Background: an optimization exercise with open tools, aiming at small area. Do not read the settings as production practice. At most, simulation tests tie the RTL to the original design; equivalence was not proved. Only the layout flow was run in run 2; the RTL was not checked for function there. Power is estimated from default activity; no workload was simulated.

===== flow/run.sh =====
#!/bin/bash
# synth_recipe.tcl (not shown) runs the flow's synth.tcl, then flattens the netlist and writes it again
# the make line also repeats each setting of config.mk as NAME=value (left out here)
make -C /OpenROAD-flow-scripts/flow DESIGN_CONFIG=/design/flow/config.mk WORK_HOME=/design/flow/orfs CLKGATE_MAP_FILE= SYNTH_SCRIPT=/design/flow/synth_recipe.tcl finish

===== flow/config.mk =====
export PLATFORM = sky130hd
export DESIGN_NAME = regfile_top
export DESIGN_NICKNAME = regfile_top
export VERILOG_FILES = /design/flow/design.v
export SDC_FILE = /design/flow/constraint.sdc
export NUM_CORES = 4
export LEC_CHECK = 0
export ABC_AREA = 0
export CAP_MARGIN = 20
export CORE_MARGIN = 2
export CORE_UTILIZATION = 50
export PLACE_DENSITY = 0.6
export SLEW_MARGIN = 20
export SYNTH_HIERARCHICAL = 1
export SYNTH_MINIMUM_KEEP_SIZE = 0

===== flow/constraint.sdc =====
create_clock -name core_clock -period 5.0 [get_ports {clk}]
set_input_delay 1.0000 -clock core_clock [delete_from_list [all_inputs] [get_ports {clk}]]
set_output_delay 1.0000 -clock core_clock [all_outputs]
set_load 0.01 [all_outputs]

===== flow/design.v =====
module regFile_row
#(parameter DATA_WIDTH = 32)
(
	input logic clk,
	input logic r,
	input logic rn,
	input logic [DATA_WIDTH - 1 : 0] wd,
	output logic [DATA_WIDTH - 1 : 0] q
);
always_ff @(posedge clk)
	q <= ~((q | {DATA_WIDTH{r}}) & (wd | {DATA_WIDTH{rn}}));
endmodule
module regFile_aoi3
(
	input logic [2 : 0] a,
	input logic [2 : 0] b,
	output logic y
);
assign y = ~|(a & b);
endmodule
module regFile_rdmux
#(parameter N_IN = 33, parameter DATA_WIDTH = 32, localparam N_GRP = (N_IN + 2) / 3)
(
	input logic [N_IN - 1 : 0] sel,
	input logic [N_IN * DATA_WIDTH - 1 : 0] data,
	input logic x,
	output logic [DATA_WIDTH - 1 : 0] d
);
logic [3 * N_GRP - 1 : 0] sel_p;
assign sel_p = {{(3 * N_GRP - N_IN){1'b0}}, sel};
for (genvar b = 0; b < DATA_WIDTH; b++)
begin: g_bit
	logic [N_GRP - 1 : 0] y;
	for (genvar g = 0; g < N_GRP; g++)
	begin: g_grp
		logic [2 : 0] dv;
		for (genvar t = 0; t < 3; t++)
			if (3 * g + t < N_IN)
				assign dv[t] = data[(3 * g + t) * DATA_WIDTH + b];
			else
				assign dv[t] = 1'b0;
		regFile_aoi3 u_aoi (.a(sel_p[3 * g +: 3]), .b(dv), .y(y[g]));
	end
	assign d[b] = ~&y ^ x;
end
endmodule
module regFile
#(parameter N_REGS = 32, parameter DATA_WIDTH = 32, parameter N_READ_PORTS = 2, parameter N_WRITE_PORTS = 1,  localparam ADDR_WIDTH = $clog2(N_REGS))
(
	input logic clk,
	input logic rst,
	input logic en,
	input logic [N_WRITE_PORTS - 1 : 0] we,
	input logic [N_READ_PORTS - 1 : 0] re,
	input logic [N_READ_PORTS * ADDR_WIDTH - 1 : 0] rAddrs,
	input logic [N_WRITE_PORTS * ADDR_WIDTH - 1 : 0] wAddrs,
	input logic [N_WRITE_PORTS * DATA_WIDTH - 1 : 0] wPorts,
	output logic [N_READ_PORTS * DATA_WIDTH - 1 : 0] rPorts
);
logic p;
always_ff @(posedge clk or posedge rst)
	if (rst)
		p <= 1'b0;
	else
		p <= ~p;
logic [N_REGS - 1 : 0] wr;
always_comb
	for (int i = 0; i < N_REGS; i++)
		wr[i] = en & we[0] & (wAddrs[0 +: ADDR_WIDTH] == i);
logic [N_REGS - 1 : 0] valid;
always_ff @(posedge clk or posedge rst)
	if (rst)
		valid <= '0;
	else
		valid <= valid | wr;
logic [DATA_WIDTH - 1 : 0] wd;
assign wd = wPorts[0 +: DATA_WIDTH] ^ {DATA_WIDTH{p}};
logic [N_REGS * DATA_WIDTH - 1 : 0] q;
for (genvar i = 0; i < N_REGS; i++)
begin: g_row
	regFile_row #(.DATA_WIDTH(DATA_WIDTH)) u_row
	(
		.clk(clk), .r(wr[i]), .rn(~wr[i]), .wd(wd),
		.q(q[i * DATA_WIDTH +: DATA_WIDTH])
	);
end
for (genvar k = 0; k < N_READ_PORTS; k++)
begin: g_rd
	logic ld;
	logic [N_REGS : 0] sel;
	logic x;
	logic [DATA_WIDTH - 1 : 0] d;
	assign ld = en & re[k];
	always_comb
	begin
		for (int i = 0; i < N_REGS; i++)
			sel[i] = ld & valid[i] & (rAddrs[k * ADDR_WIDTH +: ADDR_WIDTH] == i);
		sel[N_REGS] = ~ld;
	end
	assign x = p & ld & valid[rAddrs[k * ADDR_WIDTH +: ADDR_WIDTH]];
	regFile_rdmux #(.N_IN(N_REGS + 1), .DATA_WIDTH(DATA_WIDTH)) u_mux
	(
		.sel(sel),
		.data({rPorts[k * DATA_WIDTH +: DATA_WIDTH], q}),
		.x(x),
		.d(d)
	);
	always_ff @(posedge clk or posedge rst)
		if (rst)
			rPorts[k * DATA_WIDTH +: DATA_WIDTH] <= '0;
		else
			rPorts[k * DATA_WIDTH +: DATA_WIDTH] <= d;
end
endmodule
module regfile_top
(
	input  logic clk,
	input  logic rst,
	input  logic en,
	input  logic we,
	input  logic [1 : 0] re,
	input  logic [4 : 0] raddr0,
	input  logic [4 : 0] raddr1,
	input  logic [4 : 0] waddr,
	input  logic [31 : 0] wdata,
	output logic [31 : 0] rdata0,
	output logic [31 : 0] rdata1
);
regFile #(.N_REGS(32), .DATA_WIDTH(32), .N_READ_PORTS(2), .N_WRITE_PORTS(1)) u_rf
(
	.clk(clk), .rst(rst), .en(en), .we(we), .re(re),
	.rAddrs({raddr1, raddr0}),
	.wAddrs(waddr),
	.wPorts(wdata),
	.rPorts({rdata1, rdata0})
);
endmodule

==> impl_results.md, run 1 <==
- Slew at the pin with the worst max-slew slack: around 1100 ps
- Number of rows created at floorplan: 106
- Critical path data required time: 5550 ps
- Number of global-route vias before repair: 41300
- Biggest cell delay along the critical path: about 950 ps
- Number of flops mapped to enable cells by yosys: 0
- CTS tree: built
- Yosys Warn Count: 8
- Final count of negative-setup-slack endpoints: 0
- Total negative slack: 0 ps
- NumNets Final: 3939
- Maximum fanout count along the critical path: 14
- Initial antenna violation count: 2
- Pwr Density: roughly 500 mW/mm2
- Via count: 43200
- Detail Route Antenna Nets: 0
- Largest family of logic cells by synthesized area: compound AO/OA/AOI/OAI gates
- Floorplan Core Area: 0.0838 mm2
- Post-Synthesis Cell Area: between 0.04 and 0.05 mm2
- Synthesis-to-finish area growth: 17.2%
- Overall die height: 295 um
- Worst-case clock skew: about 24 ps
- Resize count post-CTS: 0
- Number of DRC violations after detailed routing: 0
- Number of non-filler instances in the completed layout: 5120
- Top_reg_cell synth: dfxtp_1
- Share of flip-flops with an asynchronous set or reset: 8.65%
- Clock network latency to the later pin of the worst-skew pair: 710 ps
- RSZ-0062 raised after global routing: false
- Number of levels the H-tree was split into: 3
- Clk sink count: 1121
- Hold_buf cts: 0
- Tightest slew margin relative to the limit: 23.8%
- Post-synthesis cell type count: 38
- Global route total overflow: 0
- Critical Path, Cell by Cell: clkdlybuf4s50_1 -> and2_0 -> and3_1 -> buf_4 -> a222oi_1 -> nand4_1 -> nor3_2 -> xnor2_1
- Largest net degree at the start of global routing: 70
- Global-route wire length before repair: 286 mm
- Share of post-route cells with drive strength above 1: 12.8%
- Ant diodes: 0
- Violation count after the first detailed-routing iteration: 12500
- Routed wire length: 203 mm
- Detailed Place HPWL: about 120 mm
- Final core utilization: between 50% and 60%
- FILL cells: 6932
- Syn Nets: roughly 3700
- Worst-case clock buffer depth: 3
- Final Slew Violations: 0
- Slowest CP cell: a222oi_1
- Critical Setup Path Class: primary input to flop
- First-pass iteration count of the detailed router: 17
- Crit start category: primary input
- Minimum clock period after layout: 4110 ps
- Num CTS Buffers: 115
- Weighted congestion at the end of routability-driven global placement: 0.984
- Fraction of synthesized area in multiplexers: under 10%
- Gate Count Post-Synth: 3669
- Clock root cell: clkbuf_16
- Storage cell area: approximately 0.023 mm2
- Avg Synthesized Cell Area: between 10 and 15 um2
- Starting density of the core: 50.6%
- Simple-gate share of the synthesized area: 6.56%
- Path class of the lowest-slack min-delay path: flop to flop
- Cell leakage power: 0.0180 uW
- # Max-Cap Violations: 0
- Setup Fix Bufs, Post-CTS: 0
- Run status: complete, no violations
- Hold violation total from the final report: 0
- Clock slew at reported path FFs: 60 ps
- Multi-input gate area in the final layout: roughly 0.018 mm2
- Final clock period utilization by the worst path: between 80% and 90%
- Register bit total from synthesis: 1121
- Cells after DPL: 4903
- Arithmetic-cell share of the synthesized area counting full adders, half adders and majority gates: 0%
- Avg Vias per Cell: 8.45
- Total Routing Usage GR: 44.7%
- Area of the die: 0.0871 mm2
- Xor/xnor share of the synthesized area: 1.98%
- Fraction of the mapped netlist area in compound gates: 31.9%
- Average wire per cell in the routed design: 39.6 um
- F_max: 243 MHz
- Slack of the worst reg-to-reg path: 2080 ps
- Arrival time at the worst endpoint: 4660 ps
- Boundary Pins: 117
- Sequential share of the synthesized area: 54.1%
- DIE WIDTH: a little under 300 um
- Worst Setup End Kind: flop
- IR drop worst, VDD: 435 uV
- Number of buffers inserted by port buffering: 116
kinds of logic after synthesis:
| kind of cell | count (synthesis) |
|---|---|
| compound gates | 1736 |
| xor+xnor | 96 |
| buf+inv | 250 |
| flops | 1121 |
| mux | 22 |
| simple gates | 444 |
cell usage after synthesis, types with 2 or more instances:
master | instances | share of area (%)
nand4_1 | 128 | 1.9
mux4_1 | 7 | 0.43
nand3_1 | 69 | 0.81
inv_1 | 35 | 0.31
a222oi_1 | 704 | 17
mux2i_1 | 6 | 0.14
and2_0 | 2 | 0.030
o22ai_1 | 1024 | 15
or2_2 | 2 | 0.030
nor3_2 | 64 | 1.5
a211oi_1 | 2 | 0.035
buf_6 | 106 | 2.8
and3_1 | 64 | 0.94
dfrtp_1 | 97 | 5.7
nand2b_1 | 33 | 0.49
mux4_2 | 8 | 0.43
dfxtp_1 | 1024 | 48
nor3_1 | 7 | 0.083
nor2_1 | 21 | 0.19
buf_2 | 101 | 1.2
nor3b_1 | 3 | 0.053
xnor2_1 | 64 | 1.3
nor2b_1 | 7 | 0.10
nand2_1 | 40 | 0.35
xor2_1 | 32 | 0.66
clkbuf_1 | 7 | 0.062
worst max-delay path: cells and delay by family:
family | cells | cell delay (ps)
simple gates | 4 | 1560
buf+inv | 2 | 1030
compound gates | 1 | 950
xor+xnor | 1 | 90
where the power goes:
| group | total (uW) | internal, uW | switching, uW |
|---|---|---|---|
| combinational | 2770 | 1430 | 1340 |
| sequential | 12300 | 10600 | 1640 |
| clock | 9430 | 5680 | 3750 |
| total | 24500 | 17800 | 6720 |
routing by layer:
layer	part of all wire (%)	vias to the layer above	GRT usage (%)
li1	-	16900	-
met1	35	21100	56.4
met2	41	4240	64.3
met3	17	1011	18.8
met4	6.4	4	25.3
met5	0.017	-	0
path summary, 6_finish.rpt:
kind,from,end,depth (start not counted)
max in group asynchronous,rst,u_rf.rPorts[23]$_DFF_PP0_,3
worst max register to register,u_rf.valid[30]$_DFF_PP0_,u_rf.rPorts[13]$_DFF_PP0_,7
min in group asynchronous,rst,u_rf.valid[31]$_DFF_PP0_,2
worst min register to register,u_rf.g_row[1].u_row.q[7]$_DFF_P_,u_rf.g_row[1].u_row.q[7]$_DFF_P_,1
worst max-delay path,raddr1[0],u_rf.rPorts[32]$_DFF_PP0_,8
worst min-delay path,u_rf.g_row[1].u_row.q[7]$_DFF_P_,u_rf.g_row[1].u_row.q[7]$_DFF_P_,1
sequential cells by signal, summed over array words and instances (netlist names):
name and flops:
u_rf.rPorts 64, u_rf.valid 32, u_rf.g_row.u_row.q 1024, u_rf.p 1
area by class of cell:
class                      instances  area share [%]
tap                             1134            2.86
multi-input combinational       2298            35.9
inverter                          35           0.275
clock buffer                     177            7.26
clock inverter                    40            1.19
timing repair buffer             315            6.33
sequential                      1121            46.2
through the flow:
step	instance area (um2)	hold slack, ps	total power, uW	setup WS [ps]
final	49700	469	24500	889
after detailed placement	45500	459	15000	496
after global routing	49700	478	25100	899
after floorplan	42400	442	13500	1470
after CTS	49700	469	24200	1240
after global placement	45500	449	14800	536
layout by cell type, fill, tap and decap left out, types with 21 or more instances in the layout:
| cell type | synthesis | layout |
|---|---|---|
| a222oi_1 | 704 | 704 |
| and3_1 | 64 | 64 |
| buf_12 | 0 | 39 |
| buf_4 | 1 | 160 |
| clkbuf_16 | 0 | 121 |
| clkbuf_8 | 0 | 37 |
| clkdlybuf4s50_1 | 0 | 116 |
| dfrtp_1 | 97 | 96 |
| dfxtp_1 | 1024 | 1024 |
| inv_1 | 35 | 34 |
| nand2_1 | 40 | 40 |
| nand2b_1 | 33 | 33 |
| nand3_1 | 69 | 69 |
| nand4_1 | 128 | 128 |
| nor2_1 | 21 | 21 |
| nor3_2 | 64 | 65 |
| o22ai_1 | 1024 | 1024 |
| xnor2_1 | 64 | 64 |
| xor2_2 | 0 | 31 |
==> run 2: changes to the inputs <==
==> flow/design.v (replaced) <==
module regFile
#(parameter N_REGS = 32, parameter DATA_WIDTH = 32, parameter N_READ_PORTS = 2, parameter N_WRITE_PORTS = 1,  localparam ADDR_WIDTH = $clog2(N_REGS))
(
	input logic clk,
	input logic rst,
	input logic en,
	input logic [N_WRITE_PORTS - 1 : 0] we,
	input logic [N_READ_PORTS - 1 : 0] re,
	input logic [N_READ_PORTS * ADDR_WIDTH - 1 : 0] rAddrs,
	input logic [N_WRITE_PORTS * ADDR_WIDTH - 1 : 0] wAddrs,
	input logic [N_WRITE_PORTS * DATA_WIDTH - 1 : 0] wPorts,
	output logic [N_READ_PORTS * DATA_WIDTH - 1 : 0] rPorts
);
logic [DATA_WIDTH - 1 : 0] regs [0 : N_REGS - 1];
always_ff @(posedge clk or posedge rst)
begin
	if (rst)
	begin: reset  
	for(int i = 0; i < N_REGS; i++)
		regs[i] <= 'b0;
	for(int i = 0; i < N_READ_PORTS; i++)
		rPorts[i * DATA_WIDTH +: DATA_WIDTH] <= 'b0;
end
else 
begin: run  
if (en)
begin: enable
	for (int i = 0; i < N_READ_PORTS; i++)
		if(re[i])
			rPorts[i * DATA_WIDTH +: DATA_WIDTH] <= regs[rAddrs[i * ADDR_WIDTH +: ADDR_WIDTH]];
		for (int i = 0; i < N_WRITE_PORTS; i++)
			if(we[i])
				regs[wAddrs[i * ADDR_WIDTH +: ADDR_WIDTH]] <= wPorts[i * DATA_WIDTH +: DATA_WIDTH];
		end
	end
end
endmodule
module regfile_top
(
	input  logic clk,
	input  logic rst,
	input  logic en,
	input  logic we,
	input  logic [1 : 0] re,
	input  logic [4 : 0] raddr0,
	input  logic [4 : 0] raddr1,
	input  logic [4 : 0] waddr,
	input  logic [31 : 0] wdata,
	output logic [31 : 0] rdata0,
	output logic [31 : 0] rdata1
);
regFile #(.N_REGS(32), .DATA_WIDTH(32), .N_READ_PORTS(2), .N_WRITE_PORTS(1)) u_rf
(
	.clk(clk), .rst(rst), .en(en), .we(we), .re(re),
	.rAddrs({raddr1, raddr0}),
	.wAddrs(waddr),
	.wPorts(wdata),
	.rPorts({rdata1, rdata0})
);
endmodule
==> flow/config.mk (replaced) <==
export PLATFORM = sky130hd
export DESIGN_NAME = regfile_top
export DESIGN_NICKNAME = regfile_top
export VERILOG_FILES = /design/flow/design.v
export SDC_FILE = /design/flow/constraint.sdc
export NUM_CORES = 4
export LEC_CHECK = 0
export CAP_MARGIN = 20
export CORE_MARGIN = 2
export CORE_UTILIZATION = 30
export PLACE_DENSITY = 0.35
export SLEW_MARGIN = 20
==> run 2 against run 1 <==
Against the previous run: combinational power barely moved; via count up 9.0%; largest power group unchanged; highest routed layer unchanged; worst hold slack improved by 26 ps; first-iteration DRC count is 44% lower; total power rose by 0.28%; non-clock buffer count is 107 higher; still clean; die area grew 110%.
==> impl_results.md, run 2 <==
- Top flop regs: u_rf.regs (1024), u_rf.rPorts (64)
- First-pass iteration count of the detailed router: 6 (-11)
- Post-synthesis cell type count: 67 (+76%)
- IR drop worst, VDD: 216 uV (-50%)
- Post-Synthesis Cell Area: 0.0539 mm2 (+27%)
- Hold_buf cts: 0 (unchanged)
- Global-route wire length before repair: 449 mm (+57%)
- Hold violation total from the final report: 0 (unchanged)
- Startpoint of the most critical setup path: raddr0[2]
- Register bit total from synthesis: 1088 (-2.9%)
- Top_reg_cell synth: dfrtp_1
- Crit start category: primary input
- Hold path start: u_rf.rPorts[27]$_DFFE_PP0P_
- FILL cells: 17600 (+150%)
- Clock root cell: clkbuf_16
- Worst Setup End Kind: flop
- Critical path data required time: 5680 ps (+130 ps)
- Synthesis-to-finish area growth: 19.2%
- Post-placement worst setup slack: 515 ps (+18.7 ps)
- Cell types with the largest area share after synthesis: dfrtp_1 51%, mux2_2 21%, a22oi_1 11%
- Overall die height: 428 um (+45%)
- Most frequent cells in the layout: 1088 x dfrtp_1, 1025 x mux2_2, 761 x a22oi_1, 245 x buf_4, 186 x and3_1
- Hold Path Cell Cnt: 2 (+1)
- Violation count after the first detailed-routing iteration: 7050 (-44%)
- Tightest slew margin relative to the limit: 17.4% (-6.4 points)
- Avg Vias per Cell: 6.58 (-22%)
- Floorplan Core Area: 0.178 mm2 (+110%)
- CTS tree: built
- Gate Count Post-Synth: 4552 (+24%)
- Top post-synthesis cells by count: 1088 x dfrtp_1, 1025 x mux2_2, 761 x a22oi_1, 188 x clkbuf_1, 187 x and3_1
- Number of rows created at floorplan: 155 (+46%)
- Placed instance area: 0.0596 mm2 (+31%)
- Total negative slack: 0 ps (unchanged)
- Final core utilization: 36.0% (-23 points)
- Depth of the worst register-to-register path: 7 (unchanged)
- Boundary Pins: 117 (unchanged)
- Final Instance Area: 0.0643 mm2 (+29%)
- Detailed Place HPWL: 207 mm (+71%)
- Area of the die: 0.183 mm2 (+110%)
- Fraction of post-synthesis cell area in the top cell type by area: 50.5% (+2.1 points)
- Cell leakage power: 0.0285 uW (+58%)
- Maximum fanout count along the critical path: 14 (unchanged)
- Pwr Density: 382 mW/mm2 (-22%)
- Average wire per cell in the routed design: 47.4 um (+20%)
- Most flops, register: u_rf.regs
- # Max-Cap Violations: 0 (unchanged)
- Worst path setup slack after routing: 1220 ps (+329 ps)
- Clock slew at reported path FFs: 60 ps (about the same)
- Detail Route Antenna Nets: 0 (unchanged)
- Yosys Warn Count: 2 (-6)
- Minimum clock period after layout: 3780 ps (-329 ps)
- Library cell with the largest summed area after synthesis: dfrtp_1
- Setup Fix Bufs, Post-CTS: 0 (unchanged)
- F_max: 264 MHz (+8.7%)
- Number of flip-flops under the largest register name: 1024 (unchanged)
- Share of post-route cells with drive strength above 1: 36.0% (+23 points)
- Clock network latency to the later pin of the worst-skew pair: 810 ps (+100 ps)
- Worst-case clock skew: 23.6 ps (-0.435 ps)
- Routed wire length: 340 mm (+67%)
- Final clock period utilization by the worst path: 75.6% (-6.6 points)
- Clk sink count: 1088 (-2.9%)
- DIE WIDTH: 428 um (+45%)
- Resize count post-CTS: 0 (unchanged)
- Weighted congestion at the end of routability-driven global placement: 0.921 (-6.4%)
- Final Slew Violations: 0 (unchanged)
- Arrival time at the worst endpoint: 4460 ps (-200 ps)
- Final count of negative-setup-slack endpoints: 0 (unchanged)
- Starting density of the core: 30.2% (-20 points)
- Number of global-route vias before repair: 45800 (+11%)
- Global route total overflow: 0 (unchanged)
- Slew at the pin with the worst max-slew slack: 1240 ps (+93.3 ps)
- Critical Setup Path Class: primary input to flop
- RSZ-0062 raised after global routing: false
- Run status: complete, no violations
- Share of flip-flops with an asynchronous set or reset: 100% (+91 points)
- Largest net degree at the start of global routing: 138 (+97%)
- Initial antenna violation count: 39 (+37)
- Avg Synthesized Cell Area: 11.8 um2 (+2.5%)
- Most frequent standard cell in the layout excluding fill and tap cells: dfrtp_1
- NumNets Final: 4727 (+20%)
- Number of levels the H-tree was split into: 4 (+1)
- Num CTS Buffers: 140 (+22%)
- Worst-case clock buffer depth: 3 (unchanged)
- Via count: 47100 (+9.0%)
- Syn Nets: 4605 (+24%)
- Sequential share of the synthesized area: 50.5% (-3.6 points)
- Path class of the lowest-slack min-delay path: flop to flop
- Launch point of the worst reg-to-reg path: u_rf.regs[12][18]$_DFFE_PP0P_
- Slack of the worst reg-to-reg path: 2600 ps (+520 ps)
- Number of flops mapped to enable cells by yosys: 0 (unchanged)
- Most repeated cell in the gate-level netlist after synthesis: dfrtp_1
- Number of DRC violations after detailed routing: 0 (unchanged)
- Total Routing Usage GR: 36.2% (-8.6 points)
- Number of buffers inserted by port buffering: 116 (unchanged)
run 2: cell types whose count changed after synthesis, moves of 697 or more:
cell	delta
o22ai_1	-1011
a22oi_1	+761
dfrtp_1	+991
dfxtp_1	-1024
a222oi_1	-697
mux2_2	+1024
run 2: kinds of logic after synthesis:
| logic type | count (synthesis) | synth area share [%] |
|---|---|---|
| DFF | 1088 | 50.5 |
| AOI/OAI and AO/OA | 1068 | 14.5 |
| muxes | 1038 | 21.7 |
| and+or+nand+nor | 909 | 9.45 |
| buffers and inverters | 449 | 3.91 |
run 2: where the power goes:
part | switching (uW) | internal (uW)
clock | 4260 | 6150
sequential | 1340 | 9990
combinational | 1520 | 1280
run 2: area by class of cell:
class	count	area [um2]	share of cell area, %
well taps	2355	2950	4.59
diodes	20	50.0	0.0779
flip-flops and latches	1088	27200	42.4
multi-input cells	3015	25300	39.3
repair buffers	422	4100	6.38
clock inverters	46	480	0.748
clock buffers	205	4140	6.45
inverters	7	30.0	0.0467
run 2: worst paths after layout:
kind,endpoint
max,u_rf.rPorts[11]$_DFFE_PP0P_
min,u_rf.rPorts[27]$_DFFE_PP0P_
max reg2reg,u_rf.rPorts[50]$_DFFE_PP0P_
min reg2reg,u_rf.rPorts[27]$_DFFE_PP0P_
max in group asynchronous,u_rf.regs[17][31]$_DFFE_PP0P_
min in group asynchronous,u_rf.regs[10][15]$_DFFE_PP0P_
run 2: per-stage QoR:
step	hold slack (ps)	total power, uW	std cells
after floorplan	485	12500	4552
after global placement	477	14200	6884
after detailed placement	492	14200	6887
after CTS	504	24600	7138
after global routing	533	25300	7140
final	495	24500	7158
run 2: worst max-delay path: stages:
cell and delay [ps]:
buf_2 450, nand2b_1 780, buf_4 290, nor2_4 180, buf_4 290, buf_4 200, a21oi_1 280, nand4_1 120
nor4_1 530, buf_4 220, o21ai_1 60
run 2: layer usage:
metal | up-vias | global-route usage (%) | wire [um]
met5 | - | 0 | 96
met4 | 12 | 19.0 | 20900
met3 | 1019 | 8.55 | 28600
met2 | 3199 | 54.7 | 149000
met1 | 25100 | 47.9 | 141000
li1 | 17800 | - | -

-- port drivers added, routing unchanged --
In the flow no input, the clock included, has a driving cell. The finished layouts below were timed again as built, in two steps. Step 1 assumes that a clkbuf_16 drives the clock port and a buf_2 every other input. Step 2 times the ports against the registers' clock, not the clock port: input delays grow and output delays shrink by t, the midpoint of the rising clock arrivals with the driver on. a / b / c = ideal ports / drivers / drivers and shift; a / b = the first two.
| run | t (ns) | slack for setup (ns) | worst setup path at the end | latest minus earliest clock arrival (ns) | worst register clock-pin slew, ns |
|---|---|---|---|---|---|
| run 1 | 0.765 | 0.889 / 0.936 / 0.171 | input to register | 0.027 / 0.026 | 0.07 / 0.07 |
| run 2 | 0.887 | 1.218 / 1.202 / 0.315 | input to register | 0.027 / 0.027 | 0.07 / 0.07 |
After both steps setup and hold are still met in every run listed. The setup slack of run 2, which loses most, moves by -0.016 ns with the drivers and by -0.903 ns with both steps.
